Context: an optimization exercise on an open-source flow, tuned for small area. The choices shown serve that exercise and are no tape-out recipe. In this exercise RTL edits were held to simulation tests only and were not proved equivalent to the original.

## design/flow/config.mk

```make
export PLATFORM = sky130hd
export DESIGN_NAME = efpga_macc_pipe_regi
export DESIGN_NICKNAME = efpga_macc_pipe_regi
export VERILOG_FILES = /design/flow/design.v
export SDC_FILE = /design/flow/constraint.sdc
export NUM_CORES = 4
export LEC_CHECK = 0
export CAP_MARGIN = 20
export CORE_MARGIN = 2
export CORE_UTILIZATION = 40
export SLEW_MARGIN = 20
```

## design/flow/constraint.sdc

```tcl
create_clock -name core_clock -period 6.5 [get_ports {clk}]
set_input_delay 1.3000 -clock core_clock [delete_from_list [all_inputs] [get_ports {clk}]]
set_output_delay 1.3000 -clock core_clock [all_outputs]
set_load 0.01 [all_outputs]
```

## design/flow/design.v

```verilog
(* extract_order=0 *)
module efpga_macc_pipe_regi
  # (
     parameter INPUT_WIDTH = 18,
     parameter OUTPUT_WIDTH = 40
     )
   (
    input 			    clk,
    input 			    resetn,
    input [(INPUT_WIDTH-1):0] 	    a,
    input [(INPUT_WIDTH-1):0] 	    b,
    output reg [(OUTPUT_WIDTH-1):0] y
    );
   reg [(2*INPUT_WIDTH-1):0] 	    product;
   reg [(INPUT_WIDTH-1):0] 	    a_reg;
   reg [(INPUT_WIDTH-1):0] 	    b_reg;
   always @(posedge clk or negedge resetn) begin
      if (~resetn) begin
	 a_reg <= 'h0;
	 b_reg <= 'h0;
      end
      else begin
	 a_reg <= a;
	 b_reg <= b;
      end
   end  
   always @(posedge clk or negedge resetn) begin
      if (~resetn) begin
	 product <= 'h0;
      end
      else begin
	 product <= a_reg * b_reg;
      end
   end
   always @(posedge clk or negedge resetn) begin
      if (~resetn) begin
	 y <= 'h0;
      end
      else begin
	 /*verilator lint_off WIDTH*/
	 y <= y + product;
	 /*verilator lint_on WIDTH*/
      end
   end
endmodule  
```

## design/flow/run.sh

```bash
#!/bin/bash
# synth_recipe.tcl (not shown) runs the flow's synth.tcl, then flattens the netlist and writes it again
# the make line also repeats each setting of config.mk as NAME=value (left out here)
make -C /OpenROAD-flow-scripts/flow DESIGN_CONFIG=/design/flow/config.mk WORK_HOME=/design/flow/orfs CLKGATE_MAP_FILE= SYNTH_SCRIPT=/design/flow/synth_recipe.tcl finish
```

==> run summary <==
-- cells by family after synthesis --
logic type / count (synthesis) / share of synthesized area (%)
AO/OA/AOI/OAI: 186 / 8.31
XOR/XNOR: 67 / 3.84
adder cells (fa/ha/maj): 403 / 45.6
buffers and inverters: 382 / 9.39
flip-flops: 112 / 18.3
AND/OR/NAND/NOR: 449 / 14.5
-- synth_stat cells, types with 3 or more instances --
master    count  area [um^2]
nor2_1       30          113
a311oi_1      3         26.3
a21oi_2       6         52.6
dfrtp_1     112         2800
o31ai_1       3         22.5
o221ai_1      3         26.3
a31oi_1       6         37.5
a21oi_1      62          310
o21ai_1       3         15.0
o21a_1        4         30.0
a211o_1       3         26.3
nor2b_1       5         31.3
xnor2_1      46          403
nand2b_1      9         56.3
and3_1        6         37.5
inv_1       329         1230
o21ai_2       3         26.3
o21bai_1     13         97.6
nand2_1     213          800
nor3_1        5         25.0
o21ai_0      16         80.1
and2_1      145          907
clkbuf_1     53          199
a21o_1       40          300
ha_1        146         1830
fa_1        257         5140
nand4_1      12         75.1
nand3_1       9         45.0
o211ai_1      3         22.5
xor2_1       21          184
and4_1        3         26.3
-- per-layer routing --
| metal | vias up | track usage [%] | wire (um) |
|---|---|---|---|
| li1 | 5031 | - | - |
| met1 | 5557 | 24.1 | 14800 |
| met2 | 249 | 34.4 | 18500 |
| met3 | 29 | 2.73 | 1580 |
| met4 | 0 | 4.61 | 647 |
| met5 | - | 0 | 0 |
-- layout by cell type, fill, tap and decap left out, types with 4 or more instances in the layout --
cell type,netlist,routed
dfrtp_2,0,9
a21oi_2,6,6
inv_1,329,329
o21ai_0,16,16
nand2b_1,9,9
nand4_1,12,12
nor2_1,30,30
a31oi_1,6,6
clkdlybuf4s50_1,0,76
a21oi_1,62,62
fa_1,257,257
o21bai_1,13,13
o21a_1,4,4
nand2_1,213,213
clkbuf_16,0,9
and2_1,145,145
dfrtp_1,112,103
nand3_1,9,9
and3_1,6,6
a21o_1,40,40
xor2_1,21,21
ha_1,146,146
nor3_1,5,5
buf_4,0,36
nor2b_1,5,5
xnor2_1,46,46
-- per-stage QoR --
| step | instances | instance area [um^2] |
|---|---|---|
| finish | 2185 | 17100 |
| global route | 2185 | 17100 |
| CTS | 2185 | 17000 |
| detailed placement | 2169 | 16700 |
| global placement | 2169 | 16700 |
| floorplan | 1599 | 15300 |
-- final timing paths --
path / startpoint / end / slack, ns
min reg2reg: product[0] / y[0] / 0.47
max: a_reg[7] / product[32] / 0.23
min: product[0] / y[0] / 0.47
max in group asynchronous: resetn / a_reg[8] / 4.27
max reg2reg: a_reg[7] / product[32] / 0.23
min in group asynchronous: resetn / y[10] / 1.03
-- layout make-up --
type / count / share of cell area (%)
clock buffer: 12 / 1.56
clock inverter: 4 / 0.213
inverter: 329 / 7.24
multi-input combinational: 1105 / 64.7
sequential: 112 / 16.5
tap: 511 / 3.75
timing repair buffer: 112 / 6.04
==> run summary <==
number of global-route vias before repair=11457; Place WS=0.181 ns; FFs w/ async S/R, synth=100%; die area=39800 um^2; GRT overflow=0; Seq cells post-synth=112; period utilisation layout=96.5%; sequential share of the synthesized area=18.3%; FILL cells=3688; setup bufs post-CTS=0; hpwl dp=29500 um; core area=37700 um^2; DR vias/cell=4.97; largest net degree at the start of global routing=67; WL final=35600 um; Slew HR=41.5%; Setup WS post-layout=0.225 ns; Final Hold Viols=0; CTS Buf Count=9; gp weighted congestion=0.885; Synthesis Warnings=1; row count=71; Arrival @ worst endpoint=6.58 ns; Hold/Removal Path Class=reg2reg; worst hold margin=0.474 ns; worst slew pin tran=0.877 ns; RSZ-0062 raised after global routing=no; Tmin final=6.27 ns; most frequent CP cell=fa_1; number of cells on the worst hold path=1; Worst Path Required=6.80 ns; Initial DRC Count=508; clock root cell=clkbuf_16; worst skew pair latency=0.38 ns; Residual DRC=0; synthesized area per cell=9.55 um^2; count of buffers from port buffering=77; final setup violation count=0; Die Wd=199 um; Clock transition at path regs=0.08 ns; Maximum Capacitance Violations=0; slowest stage delay, CP=0.66 ns; die height=199 um; biggest regs=y x40, product x36; post-layout util=45.3%; critical path's top delay family=adder cells; layout cell share with drive strength beyond 1=5.08%; htree depth=3; unique cell type count in the Yosys netlist=56; slowest CP cell=dfrtp_1; first-pass GRT wire length=58300 um; clock skew=0.00930 ns; clk buf depth=2; post-route ant nets=0; routed len/inst=16.3 um; status=timing/DRC/antenna clean; footprint of the multi-input gates=11000 um^2; kind of critical path=reg2reg; Slew Viols, Final=0; clk sink count=112; CP startpoint kind=flop; CTS hold repair buffers=0; initial antenna violation count=0; IO Pins=78; Cells after Synth=1599; Via Count=10866; crit-path cells=buf_4, nand2_1, fa_1, inv_1, fa_1, fa_1, fa_1, fa_1, inv_1, fa_1, inv_1, ha_1, a21o_1, a211o_1, a31oi_1, nor2_1, and4_1, o31a_1, a311o_1, a21oi_2, xnor2_1; CTS tree=built; Area growth syn-to-layout=11.7%; ys flop type=dfrtp_1; CP Buf/Inv Count=4; n_diodes=0; Synth Cell Area=15300 um^2; R2R cell count=21; setup TNS=0 ns; Worst path depth=21; crit path max fanout=9; gr usage total=19.1%; Initial Utilization=40.6%; # resized after CTS=0; Syn Nets=2040; DRT Pass-1 Iters=5; fin nets=2110; Top reg by flops=y; number of synthesized flops with an enable pin=0; Max Fclk=159 MHz; area occupied by registers=2810 um^2; max reg flops=40; CP endpoint kind=flop

## static timing again, ports no longer ideal
The flow's constraints put no driver on any port. The routed layout listed below was extracted and timed again, unchanged, in two steps. Step 1 (the two cells are an assumption about what drives the block):
set clk [get_ports {clk}]
set_driving_cell -lib_cell sky130_fd_sc_hd__clkbuf_16 $clk
set_driving_cell -lib_cell sky130_fd_sc_hd__buf_2 [delete_from_list [all_inputs] $clk]
Step 2 times the ports against the registers' clock, not the clock port: input delays grow and output delays shrink by t, the midpoint of the rising clock arrivals with the driver on. a / b / c = no drivers / after step 1 / after step 2; a / b = the first two.
t (ns): 0.431
slack for setup (ns): 0.225 / 0.225 / 0.225
worst register clock-pin slew, ns: 0.08 / 0.08
cell pins on the clock port's net: 1
After both steps setup and hold are still met in this run. The setup slack of this run moves by 0.000 ns with the drivers and by 0.000 ns with both steps.
